Background: an optimization exercise with open tools, aiming at small area and a short achievable clock period. Do not read the settings as production practice. In this exercise RTL edits were held to simulation tests only and were not proved equivalent to the original.

==> flow/design.v (outline; a module is shown in full before it is edited, if it fits) <==
// module IIR: 1828 lines
// module FA: 4 lines
// module HA: 4 lines
module IIR(clk, rst, Start, load, DIn, RAddr, data_done, WEN, Yn, WAddr, Finish);
  // ...
==> flow/flow/run.sh <==
#!/bin/bash
set -uo pipefail
bash standard.sh SETUP_SLACK_MARGIN=9.5 finish > flow_standard.log 2>&1
status=$?
tail -n 40 flow_standard.log
exit $status
==> flow/standard.sh <==
#!/bin/bash
# synth_recipe.tcl (not shown) runs the flow's synth.tcl, then flattens the netlist and writes it again
# the make line also repeats each setting of config.mk as NAME=value (left out here)
make -C /OpenROAD-flow-scripts/flow DESIGN_CONFIG=/design/flow/config.mk WORK_HOME=/design/flow/orfs CLKGATE_MAP_FILE= SYNTH_SCRIPT=/design/flow/synth_recipe.tcl "${@:-finish}"
==> flow/config.mk <==
export PLATFORM = sky130hd
export DESIGN_NAME = IIR
export DESIGN_NICKNAME = IIR
export VERILOG_FILES = /design/flow/design.v
export SDC_FILE = /design/flow/constraint.sdc
export NUM_CORES = 4
export LEC_CHECK = 0
export CAP_MARGIN = 20
export CORE_MARGIN = 2
export CORE_UTILIZATION = 55
export SLEW_MARGIN = 20
export SYNTH_HIERARCHICAL = 1
export SYNTH_MINIMUM_KEEP_SIZE = 0
==> flow/constraint.sdc <==
create_clock -name core_clock -period 16.0 [get_ports {clk}]
set_input_delay 3.2000 -clock core_clock [delete_from_list [all_inputs] [get_ports {clk}]]
set_output_delay 3.2000 -clock core_clock [all_outputs]
set_load 0.01 [all_outputs]
==> impl_metrics.yaml, run 1 <==
outcome:
  status: "complete, no violations"
cells_and_area:
  fillers: 3953
  multi_input_gates: 1844
  diodes: 0
  top_register: "Q"
  fin_nets: 3315
  multi_input_area_mm2: 0.0211
floorplanning:
  io_pins: 79
  fp.dieW_um: 230
  die-height_um: 230
  dieArea_mm2: 0.0531
  num_tap_cells: 672
logic_synthesis:
  async_flop_share_pct: 100
  yosysSeqAreaShare_pct: 23.6
  synth_enable_flop_cells: 0
  synth_adder_area_share_pct: 51.2
  ys_top_cells_by_area: "fa_1, dfrtp_1, ha_1"
  synthDistinctLibCells: 79
  synth.top_cells.by_count: "fa_1, dfrtp_1, ha_1"
placed_design:
  io_buffers: 78
  gp_congestion: 0.949
  dp_slack_ns: 7.91
setup_path:
  timing.rr.end: "Y2s[8]$_DFF_PP0_"
  critical_path_class: "flop to primary output"
  crit_end: "Yn[10]"
clock_network:
  cts.sinks: 264
  clk_pin_slew_ns: 0.06
  cts_tree: "built"
route:
  top_layer: "met5"
  wl_per_cell_um: 24.0
  drc: 0
global_route:
  top_usage_layer: "met2"
timing:
  min_period_ns: 6.51
  fin_crit_sh_pct: 40.7
==> run 2, diff against run 1 <==
--- a/flow/config.mk
+++ b/flow/config.mk
@@ -9,3 +9,3 @@
 export CORE_MARGIN = 2
-export CORE_UTILIZATION = 55
+export CORE_UTILIZATION = 40
 export SLEW_MARGIN = 20
==> impl_metrics.yaml, run 2 <==
outcome:
  status: "complete, no violations"
route:
  postRouteAntennaNets: 0
  first_iter_violations: 1708
  wl_per_cell_um: 22.5
  vias_per_cell: 5.46
  vias: 19100
  drc: 0
  drt_wl_total_mm: 78.8
  drtPass1Iterations: 5
timing:
  setup_viol: 0
  worst_pin_slew_ns: 1.03
  min_period_ns: 6.48
  fin_crit_sh_pct: 40.5
  fmax_mhz: 154
  fin_setup_tns_ns: 0
  grt_setup_unrepaired: "yes"
  slew_headroom_pct: 31.1
  finalHoldViolCount: 0
  maxSlewViolCount: 0
  skew_ns: 0.0476
  whs_ns: 0.353
floorplanning:
  core_area_mm2: 0.0699
  fp.dieW_um: 269
  io_pins: 79
  start_util_pct: 40.3
  num_rows: 97
  die-height_um: 269
  dieArea_mm2: 0.0726
cells_and_area:
  mostFrequentLayoutCell: "fa_1"
  fin_nets: 3346
  top_register: "Q"
  diodes: 0
  most-common-layout-cells: "fa_1, dfrtp_1, ha_1"
  largest_register_ff_count: 25
  syn_to_final_growth_pct: 16.2
  final_layout_size_suffix_gt1_share_pct: 13.2
  fin_area_mm2: 0.0327
placed_design:
  io_buffers: 78
  hpwlAfterDp_mm: 61.2
  gp_congestion: 0.927
  postPlaceCellArea_mm2: 0.0302
logic_synthesis:
  synth_top_area_cell: "fa_1"
  async_flop_share_pct: 100
  syn_inst: 2334
  ys_top_cells_by_area: "fa_1, dfrtp_1, ha_1"
  synth_area_mm2: 0.0282
  synth_enable_flop_cells: 0
  synthDistinctLibCells: 79
  yosysSeqAreaShare_pct: 23.6
  synth_nets: 3153
  synth.top_cells.by_count: "fa_1, dfrtp_1, ha_1"
  synth_most_common_cell: "fa_1"
  ys.flop_type: "dfrtp_1"
  avgSynthCellArea_um2: 12.1
  yosysWarnings: 7
  ys_seq_elements: 264
  post-synth-top-area-fraction_pct: 41.8
min_path:
  hold_path.class: "flop to flop"
  worstHoldPathCells: 0
global_route:
  grt.overflow.total: 0
  grt_pass1_wl_mm: 125
  grt_max_degree: 70
  grt_pass1_vias: 21100
  antenna_found_initial: 2
  grt_use_total_pct: 22.6
setup_path:
  rrSetupSlack_ns: 9.72
  worstRegToRegCells: 14
  critPathRequiredTime_ns: 12.80
  critPathCaptureType: "primary output"
  critical_path_class: "flop to primary output"
  crit_end: "Yn[15]"
  crit_path_start_kind: "flop"
  crit_path_max_fanout: 4
  startpoint: "Y2s[7]$_DFF_PP0_"
  arrival_ns: 3.28
  timing.rr.end: "Y2c[18]$_DFF_PP0_"
  timing.rr.start: "yd1[3]$_DFF_PP0_"
run:
  max_cap_violations: 0
clock_network:
  clkLatencyLatePin_ns: 0.57
  cts_made_buffers: 36
  cts.sinks: 264
  clockRootBuffer: "clkbuf_16"
  cts_max_level: 2
  cts_tree: "built"
  clock_path_buffers: 3
  clk_pin_slew_ns: 0.06
[run 2: Yosys stat by module (local to each module, per instance)]
module  cells inside  flip-flops and latches
FA                 1                       0
HA                 1                       0
IIR             1710                     264
[run 2: timing repair]
item / 4_1_cts / 5_1_grt
endpoints found under the setup margin: 55 / 35
hold buffers: 0 / 0
gates cloned: 2 / 2
buffers inserted: 53 / 35
resized for setup: 84 / 55
pin swaps: 10 / 17
[run 2: cells by family (layout without fill, tap and decap cells)]
| kind of cell | after synthesis | in the layout | share of synthesized area (%) |
|---|---|---|---|
| compound gates | 450 | 450 | 10.3 |
| simple gates | 464 | 464 | 7.70 |
| mux | 10 | 10 | 0.400 |
| xor+xnor | 121 | 121 | 3.76 |
| fa+ha+maj | 799 | 799 | 51.2 |
| buf+inv | 226 | 447 | 3.01 |
| flops | 264 | 264 | 23.6 |
[run 2: how the worst min path moves through the flow]
stage | start | endpoint | slack (ns)
final | yd1[15]$_DFF_PP0_ | yd2[15]$_DFF_PP0_ | 0.35
after global routing | yd1[15]$_DFF_PP0_ | yd2[15]$_DFF_PP0_ | 0.37
after CTS | yd1[15]$_DFF_PP0_ | yd2[15]$_DFF_PP0_ | 0.35
after detailed placement | yd1[15]$_DFF_PP0_ | yd2[15]$_DFF_PP0_ | 0.34
after global placement | yd1[15]$_DFF_PP0_ | yd2[15]$_DFF_PP0_ | 0.34
after floorplan | yd1[15]$_DFF_PP0_ | yd2[15]$_DFF_PP0_ | 0.33
[run 2: metrics by stage]
step	std cells	util [%]	worst slack, ns
finish	3495	46.8	9.52
global route	3495	46.8	9.37
CTS	3458	46.2	9.40
detailed placement	3337	43.3	8.24
global placement	3337	43.3	8.24
floorplan	2334	-	9.35
[run 2: cell type report]
| class | count | area, um^2 |
|---|---|---|
| fill | 6338 | 37200 |
| multi-input combinational | 1844 | 21000 |
| sequential | 264 | 6680 |
| timing repair buffer | 205 | 1900 |
| tap | 940 | 1180 |
| clock buffer | 47 | 1020 |
| inverter | 176 | 741 |
| clock inverter | 19 | 234 |
[run 2: worst max-delay path, cell delays in order (launching register included)]
cell	delay (ns)
dfrtp_1	0.41
ha_4	0.33
nand3_4	0.10
or3_4	0.42
o211a_4	0.27
a211oi_4	0.28
buf_4	0.17
o21a_1	0.14
buf_4	0.12
o311ai_2	0.10
buf_6	0.16
clkinvlp_4	0.13
buf_6	0.12
[run 2: routing by layer]
layer / GRT usage (%) / share of wire [%] / wire length (um)
met5: 0 / 0.016 / 13
met1: 30.9 / 42 / 33200
met4: 6.84 / 3.1 / 2410
met2: 34.9 / 46 / 36200
met3: 6.79 / 8.8 / 6950
==> run 3, diff against run 2 <==
==> flow/flow/run.sh (replaced) <==
#!/bin/bash
set -uo pipefail
bash standard.sh SETUP_SLACK_MARGIN=9.75 finish > flow_standard.log 2>&1
status=$?
tail -n 40 flow_standard.log
exit $status
==> impl_metrics.yaml, run 3 <==
logic_synthesis:
  ys.flop_type: "dfrtp_1"
  yosysSeqAreaShare_pct: 23.6
  synth_nets: 3153
  synth_enable_flop_cells: 0
  synth.top_cells.by_count: "fa_1, dfrtp_1, ha_1"
  synth_area_mm2: 0.0282
  synth_most_common_cell: "fa_1"
  avgSynthCellArea_um2: 12.1
  synthDistinctLibCells: 79
  syn_inst: 2334
  yosysWarnings: 7
  async_flop_share_pct: 100
  ys_top_cells_by_area: "fa_1, dfrtp_1, ha_1"
  ys_seq_elements: 264
  post-synth-top-area-fraction_pct: 41.8
  synth_top_area_cell: "fa_1"
timing:
  grt_setup_unrepaired: "yes"
  fmax_mhz: 155
  maxSlewViolCount: 0
  finalHoldViolCount: 0
  slew_headroom_pct: 30.6
  worst_pin_slew_ns: 1.04
  setup_viol: 0
  skew_ns: 0.0543
  setup_slack_ns: 9.56
  min_period_ns: 6.44
  fin_crit_sh_pct: 40.2
  fin_setup_tns_ns: 0
  whs_ns: 0.338
placed_design:
  io_buffers: 78
  hpwlAfterDp_mm: 61.1
  postPlaceCellArea_mm2: 0.0303
  dp_slack_ns: 8.07
  dp_cells: 3336
  gp_congestion: 0.947
global_route:
  grt_max_degree: 75
  grt_pass1_wl_mm: 126
  grt.overflow.total: 0
  grt_pass1_vias: 21200
  grt_use_total_pct: 22.9
  antenna_found_initial: 3
cells_and_area:
  mostFrequentLayoutCell: "fa_1"
  final_layout_size_suffix_gt1_share_pct: 17.9
  fin_area_mm2: 0.0334
  syn_to_final_growth_pct: 18.7
  top_register: "Q"
  largest_register_ff_count: 25
  final_util_pct: 47.8
  fin_cells: 3541
  fillers: 6275
  most-common-layout-cells: "fa_1, dfrtp_1, ha_1"
  fin_nets: 3392
  diodes: 0
setup_path:
  critPathRequiredTime_ns: 12.80
  timing.rr.end: "Y2s[8]$_DFF_PP0_"
  critPathCaptureType: "primary output"
  critical_path_class: "flop to primary output"
  worstRegToRegCells: 19
  rrSetupSlack_ns: 9.78
  crit_path_max_fanout: 4
  timing.rr.start: "Y2c[7]$_DFF_PP0_"
  crit_path_start_kind: "flop"
  crit_end: "Yn[15]"
  arrival_ns: 3.24
  startpoint: "Y2c[7]$_DFF_PP0_"
floorplanning:
  fp.dieW_um: 269
  num_rows: 97
  core_area_mm2: 0.0699
  dieArea_mm2: 0.0726
  io_pins: 79
  start_util_pct: 40.3
  die-height_um: 269
clock_network:
  cts_max_level: 2
  clockRootBuffer: "clkbuf_16"
  cts_made_buffers: 36
  hold_buffers: 0
  clkLatencyLatePin_ns: 0.59
  cts_tree: "built"
  clock_path_buffers: 3
  cts.sinks: 264
  clk_pin_slew_ns: 0.08
route:
  first_iter_violations: 1676
  wl_per_cell_um: 22.8
  drtPass1Iterations: 6
  drt_wl_total_mm: 80.6
  vias: 19500
  drc: 0
  postRouteAntennaNets: 0
  vias_per_cell: 5.50
outcome:
  status: "complete, no violations"
min_path:
  hold_path.class: "flop to flop"
run:
  max_cap_violations: 0
[run 3: cell counts after synthesis]
Identical to the previous run, type by type.
[run 3: worst min path at each step]
stage                 startpoint                 to  slack (ns)  cells after the start
4_1_cts        yd1[15]$_DFF_PP0_  yd2[15]$_DFF_PP0_        0.34                      0
5_1_grt        yd1[15]$_DFF_PP0_  yd2[15]$_DFF_PP0_        0.35                      0
6_report       yd1[15]$_DFF_PP0_  yd2[15]$_DFF_PP0_        0.34                      0
3_5_place_dp   yd1[15]$_DFF_PP0_  yd2[15]$_DFF_PP0_        0.34                      0
3_3_place_gp   yd1[15]$_DFF_PP0_  yd2[15]$_DFF_PP0_        0.33                      0
2_1_floorplan  yd1[15]$_DFF_PP0_  yd2[15]$_DFF_PP0_        0.33                      0
[run 3: what timing repair did]
| action | CTS | global route |
|---|---|---|
| gates resized for setup | 147 | 115 |
| pin swaps | 21 | 29 |
| setup buffers | 65 | 71 |
| endpoints found under the setup margin | 75 | 46 |
| cloned | 3 | 0 |
[run 3: cells by family after synthesis]
logic type                 synth area share, %
adders and majority gates                 51.2
and+or+nand+nor                           7.70
AOI/OAI and AO/OA                         10.3
DFF                                       23.6
buffers and inverters                     3.01
xor gates and xnor gates                  3.76
muxes                                    0.400
[run 3: Yosys stat by module, one instance, submodules excluded]
module	times used	flops+latches	cells inside	cell area [um^2]
IIR	1	264	1710	16000
FA	585	0	1	20.0
HA	39	0	1	12.5
[run 3: metal layers]
layer	up-vias	track usage [%]	wire, um
met3	134	5.44	6370
met2	723	35.4	37200
li1	8373	-	-
met4	2	7.31	2530
met1	10300	32.0	34500
met5	-	0	12
[run 3: final cells by class]
class	instances	area, um^2	share of cell area [%]
Multi-Input combinational cell	1844	21300	63.6
Tap cell	940	1180	3.52
Inverter	176	777	2.32
Sequential cell	264	6710	20.1
Clock buffer	48	1020	3.04
Clock inverter	18	213	0.636
Timing Repair Buffer	251	2270	6.80
[run 3: worst max-delay path, cell delays in order (launching register included)]
cell and delay, ns:
dfrtp_1 0.40, ha_4 0.32, nand3_4 0.09, or3_4 0.39, o211a_4 0.28, a211oi_4 0.34, o21a_1 0.19, buf_4 0.13
o311ai_4 0.12, buf_6 0.17, clkinvlp_4 0.12, buf_6 0.11
==> run 4, diff against run 3 <==
==> flow/flow/run.sh (replaced) <==
#!/bin/bash
set -uo pipefail
bash standard.sh SETUP_SLACK_MARGIN=9.5 \
  "BUFFER_PORTS_ARGS=-buffer_cell sky130_fd_sc_hd__buf_2" finish > flow_standard.log 2>&1
status=$?
tail -n 40 flow_standard.log
exit $status
==> impl_metrics.yaml, run 4 <==
cells_and_area:
  top_register: "Q"
  final_layout_size_suffix_gt1_share_pct: 13.8
  mostFrequentLayoutCell: "fa_1"
  fillers: 6429
  final_util_pct: 45.7
  syn_to_final_growth_pct: 13.5
  most-common-layout-cells: "fa_1, dfrtp_1, ha_1"
  largest_register_ff_count: 25
  diodes: 0
  fin_nets: 3302
logic_synthesis:
  synth_top_area_cell: "fa_1"
  async_flop_share_pct: 100
  ys.flop_type: "dfrtp_1"
  ys_seq_elements: 264
  synth_nets: 3153
  avgSynthCellArea_um2: 12.1
  yosysSeqAreaShare_pct: 23.6
  synthDistinctLibCells: 79
  synth.top_cells.by_count: "fa_1, dfrtp_1, ha_1"
  synth_area_mm2: 0.0282
  yosysWarnings: 7
  synth_most_common_cell: "fa_1"
  ys_top_cells_by_area: "fa_1, dfrtp_1, ha_1"
  post-synth-top-area-fraction_pct: 41.8
  synth_enable_flop_cells: 0
  syn_inst: 2334
clock_network:
  hold_buffers: 0
  cts_tree: "built"
  cts.sinks: 264
  clock_path_buffers: 3
  clk_pin_slew_ns: 0.06
  clkLatencyLatePin_ns: 0.57
  clockRootBuffer: "clkbuf_16"
  cts_made_buffers: 37
  cts_max_level: 2
timing:
  maxSlewViolCount: 0
  slew_headroom_pct: 30.4
  setup_slack_ns: 9.56
  grt_setup_unrepaired: "yes"
  fin_setup_tns_ns: 0
  fmax_mhz: 155
  skew_ns: 0.0490
  setup_viol: 0
  fin_crit_sh_pct: 40.2
  finalHoldViolCount: 0
  worst_pin_slew_ns: 1.04
  min_period_ns: 6.44
global_route:
  antenna_found_initial: 1
  grt_use_total_pct: 22.3
  grt.overflow.total: 0
  grt_max_degree: 70
  grt_pass1_wl_mm: 124
  grt_pass1_vias: 20900
floorplanning:
  dieArea_mm2: 0.0726
  num_rows: 97
  io_pins: 79
  core_area_mm2: 0.0699
  start_util_pct: 40.3
  fp.dieW_um: 269
  die-height_um: 269
route:
  drc: 0
  drt_wl_total_mm: 77.8
  first_iter_violations: 1408
  drtPass1Iterations: 9
  vias: 19000
  postRouteAntennaNets: 0
  wl_per_cell_um: 22.5
  vias_per_cell: 5.50
setup_path:
  crit_end: "Yn[15]"
  worstRegToRegCells: 18
  critical_path_class: "flop to primary output"
  crit_path_start_kind: "flop"
  rrSetupSlack_ns: 9.67
  critPathRequiredTime_ns: 12.80
  startpoint: "Y2s[6]$_DFF_PP0_"
  crit_path_max_fanout: 5
  timing.rr.start: "yd2[3]$_DFF_PP0_"
  timing.rr.end: "Q[23]$_DFF_PP0_"
  arrival_ns: 3.24
  critPathCaptureType: "primary output"
placed_design:
  gp_congestion: 0.938
  hpwlAfterDp_mm: 61.3
  io_buffers: 78
  dp_slack_ns: 8.45
min_path:
  hold_path.class: "flop to flop"
run:
  max_cap_violations: 0
outcome:
  status: "complete, no violations"
==> run 4: cell counts after synthesis <==
Identical to the previous run, type by type.
==> run 4: per-layer routing <==
layer,routed length (um),vias up,GRT usage [%]
li1,-,8182,-
met1,34100,10000,31.7
met2,36400,643,35.3
met3,5030,130,3.81
met4,2270,0,6.43
met5,0,-,0
==> run 4: cells by family after synthesis <==
| kind of cell | count (synthesis) | synth area share [%] |
|---|---|---|
| flops | 264 | 23.6 |
| fa+ha+maj | 799 | 51.2 |
| simple gates | 464 | 7.70 |
| compound gates | 450 | 10.3 |
| buf+inv | 226 | 3.01 |
| xor+xnor | 121 | 3.76 |
| mux | 10 | 0.400 |
==> run 4: area by class of cell <==
cell class / instances / area, um^2 / share of cell area, %
Timing Repair Buffer: 160 / 1090 / 3.42
Inverter: 176 / 722 / 2.26
Clock inverter: 17 / 348 / 1.09
Clock buffer: 51 / 1080 / 3.38
Sequential cell: 264 / 6680 / 20.9
Multi-Input combinational cell: 1844 / 20900 / 65.3
Tap cell: 940 / 1180 / 3.68
==> run 4: what timing repair did <==
item                                    4_1_cts  5_1_grt
setup buffers                                23       25
endpoints found under the setup margin       46       35
resized for setup                            32       41
pin swaps                                     2        8
==> run 4: worst min-delay path by stage <==
stage | depth (start not counted) | start | endpoint
global placement | 0 | yd1[15]$_DFF_PP0_ | yd2[15]$_DFF_PP0_
global route | 0 | yd1[15]$_DFF_PP0_ | yd2[15]$_DFF_PP0_
finish | 0 | yd1[15]$_DFF_PP0_ | yd2[15]$_DFF_PP0_
floorplan | 0 | yd1[15]$_DFF_PP0_ | yd2[15]$_DFF_PP0_
CTS | 0 | yd1[15]$_DFF_PP0_ | yd2[15]$_DFF_PP0_
detailed placement | 0 | yd1[15]$_DFF_PP0_ | yd2[15]$_DFF_PP0_
==> run 4: through the flow <==
stage	cells	area (um^2)	hold slack, ns
floorplan	2334	28200	0.331
detailed placement	3336	29800	0.336
global placement	3336	29800	0.336
CTS	3427	31600	0.348
global route	3452	32000	0.349
finish	3452	32000	0.347
==> run 4: worst max-delay path, stage by stage, from the launching register on <==
cell	delay, ns
dfrtp_1	0.36
ha_1	0.33
nand3_2	0.14
or3_4	0.41
o211a_4	0.27
a211oi_4	0.36
o2111ai_2	0.17
o311ai_2	0.15
buf_6	0.18
clkinvlp_4	0.13
buf_2	0.17
==> run 4: modules after synthesis, one instance, submodules excluded <==
module	flops+latches	cell area, um^2	times used	cells inside
HA	0	12.5	39	1
IIR	264	16000	1	1710
FA	0	20.0	585	1
==> run 5, diff against run 4 <==
--- a/flow/config.mk
+++ b/flow/config.mk
@@ -10,2 +10,4 @@
 export CORE_UTILIZATION = 40
+export CTS_CLUSTER_DIAMETER = 100
+export CTS_CLUSTER_SIZE = 50
 export SLEW_MARGIN = 20
==> impl_metrics.yaml, run 5 <==
clock_network:
  cts_made_buffers: 19
  cts.sinks: 264
  clk_pin_slew_ns: 0.11
  cts_max_level: 1
  clock_path_buffers: 3
  clkLatencyLatePin_ns: 0.56
  clockRootBuffer: "clkbuf_16"
  cts_tree: "built"
cells_and_area:
  fillers: 6484
  diodes: 0
  syn_to_final_growth_pct: 11.1
  mostFrequentLayoutCell: "fa_1"
  final_layout_size_suffix_gt1_share_pct: 13.2
  largest_register_ff_count: 25
  top_register: "Q"
  most-common-layout-cells: "fa_1, dfrtp_1, ha_1"
  fin_nets: 3287
  final_util_pct: 44.8
placed_design:
  hpwlAfterDp_mm: 61.3
  dp_slack_ns: 8.45
  gp_congestion: 0.938
  io_buffers: 78
route:
  vias_per_cell: 5.48
  first_iter_violations: 1543
  drc: 0
  vias: 18700
  drtPass1Iterations: 6
  wl_per_cell_um: 22.6
  postRouteAntennaNets: 0
  drt_wl_total_mm: 77.3
setup_path:
  critical_path_class: "flop to primary output"
  crit_path_start_kind: "flop"
  critPathRequiredTime_ns: 12.80
  critPathCaptureType: "primary output"
  crit_path_max_fanout: 5
  timing.rr.start: "yd1[2]$_DFF_PP0_"
  arrival_ns: 3.20
  startpoint: "Y2s[7]$_DFF_PP0_"
logic_synthesis:
  ys_seq_elements: 264
  async_flop_share_pct: 100
  syn_inst: 2334
  synth_enable_flop_cells: 0
  synth.top_cells.by_count: "fa_1, dfrtp_1, ha_1"
  synth_most_common_cell: "fa_1"
  avgSynthCellArea_um2: 12.1
  ys_top_cells_by_area: "fa_1, dfrtp_1, ha_1"
  yosysSeqAreaShare_pct: 23.6
  post-synth-top-area-fraction_pct: 41.8
  ys.flop_type: "dfrtp_1"
  synth_top_area_cell: "fa_1"
  synthDistinctLibCells: 79
  synth_nets: 3153
  yosysWarnings: 7
  synth_area_mm2: 0.0282
timing:
  maxSlewViolCount: 0
  fin_setup_tns_ns: 0
  finalHoldViolCount: 0
  slew_headroom_pct: 29.6
  whs_ns: 0.362
  skew_ns: 0.0260
  setup_slack_ns: 9.60
  fin_crit_sh_pct: 40.0
  worst_pin_slew_ns: 1.06
  min_period_ns: 6.40
  fmax_mhz: 156
  grt_setup_unrepaired: "yes"
  setup_viol: 0
global_route:
  grt_pass1_wl_mm: 123
  grt_use_total_pct: 22.0
  grt.overflow.total: 0
  grt_pass1_vias: 20600
  grt_max_degree: 70
  antenna_found_initial: 1
floorplanning:
  core_area_mm2: 0.0699
  num_rows: 97
  dieArea_mm2: 0.0726
  die-height_um: 269
  start_util_pct: 40.3
  fp.dieW_um: 269
  io_pins: 79
min_path:
  hold_path.class: "flop to flop"
  hp-start: "yd1[15]$_DFF_PP0_"
run:
  max_cap_violations: 0
outcome:
  status: "complete, no violations"
==> run 5: cell counts after synthesis <==
No cell type changed its count.
==> run 5: metrics by stage <==
stage               std cells  cell area [um^2]
floorplan                2334             28200
global placement         3336             29800
detailed placement       3336             29800
CTS                      3391             30900
global route             3420             31300
finish                   3420             31300
==> run 5: modules after synthesis (local to each module, per instance) <==
module  flip-flops and latches  copies in the design  cells
IIR                        264                     1   1710
HA                           0                    39      1
FA                           0                   585      1
==> run 5: area by class of cell <==
class                      count  area [um^2]  area share [%]
clock buffer                  19          475            1.52
multi-input combinational   1844        20900            66.8
tap                          940         1180            3.76
timing repair buffer         163         1080            3.44
sequential                   264         6680            21.3
clock inverter                14          264           0.843
inverter                     176          722            2.31
==> run 5: kinds of logic (layout without fill, tap and decap cells) <==
| group | Yosys count | in the layout | share of synthesized area (%) |
|---|---|---|---|
| AND/OR/NAND/NOR | 464 | 464 | 7.70 |
| flip-flops | 264 | 264 | 23.6 |
| XOR/XNOR | 121 | 121 | 3.76 |
| adder cells (fa/ha/maj) | 799 | 799 | 51.2 |
| buffers and inverters | 226 | 372 | 3.01 |
| AO/OA/AOI/OAI | 450 | 450 | 10.3 |
| multiplexers | 10 | 10 | 0.400 |
==> run 5: worst paths after layout <==
kind | endpoint | slack, ns | depth (start not counted)
setup / recovery | Yn[15] | 9.60 | 10
hold / removal | yd2[15]$_DFF_PP0_ | 0.36 | 0
setup reg to reg | Q[23]$_DFF_PP0_ | 9.73 | 16
hold reg to reg | yd2[15]$_DFF_PP0_ | 0.36 | 0
max in group asynchronous | yd1[1]$_DFF_PP0_ | 11.15 | 4
min in group asynchronous | WAddr[18]$_DFF_PP0_ | 2.70 | 2
==> run 5: critical path, stage by stage (launching register included) <==
cell        delay (ns)
dfrtp_1           0.42
ha_4              0.32
nand3_4           0.11
or3_4             0.40
o211a_4           0.27
a211oi_4          0.35
o21a_1            0.26
o311ai_4          0.12
buf_6             0.16
clkinvlp_4        0.11
buf_2             0.14
==> run 5: layer usage <==
metal	GRT usage (%)	up-vias	wire length, um
met4	5.41	0	1970
met5	0	-	0
li1	-	8127	-
met2	35.0	540	36500
met1	31.6	9985	34300
met3	3.57	96	4540
==> run 5: repair_timing <==
item	4_1_cts	5_1_grt
endpoints found under the setup margin	46	32
gates resized for setup	32	50
hold buffers	0	0
pin swaps	2	9
gates cloned	0	0
setup buffers	22	29
endpoints found under the hold margin	0	0

## afterwards: timing with drivers on the ports
How much do the figures lean on ideal ports? The routed layouts below were timed once more, with nothing changed but the port constraints. Step 1: set_driving_cell puts a clkbuf_16 on clk and a buf_2 on each other input, an assumption about the parent block. Step 2 adds t to the input delays and takes it off the output delays; t is the mean of the earliest and latest rising clock arrival at the registers after step 1. Input paths then give back, and output paths get back, about the clock's delay inside the block. Slacks: ideal / step 1 / step 2; pairs: ideal / step 1.
run | shift t [ns] | slack for setup (ns) | worst setup path after step 2 | worst register clock-pin slew, ns
run 1 | 0.607 | 9.486 / 9.426 / 9.017 | input to register | 0.07 / 0.07
run 2 | 0.605 | 9.515 / 9.455 / 9.048 | input to register | 0.07 / 0.07
run 3 | 0.621 | 9.564 / 9.502 / 9.159 | input to register | 0.08 / 0.08
run 4 | 0.614 | 9.562 / 9.498 / 9.061 | input to register | 0.07 / 0.07
run 5 | 0.612 | 9.596 / 9.534 / 9.064 | input to register | 0.12 / 0.12
After both steps setup and hold are still met in every run listed. The setup slack of run 5, which loses most, moves by -0.062 ns with the drivers and by -0.532 ns with both steps.
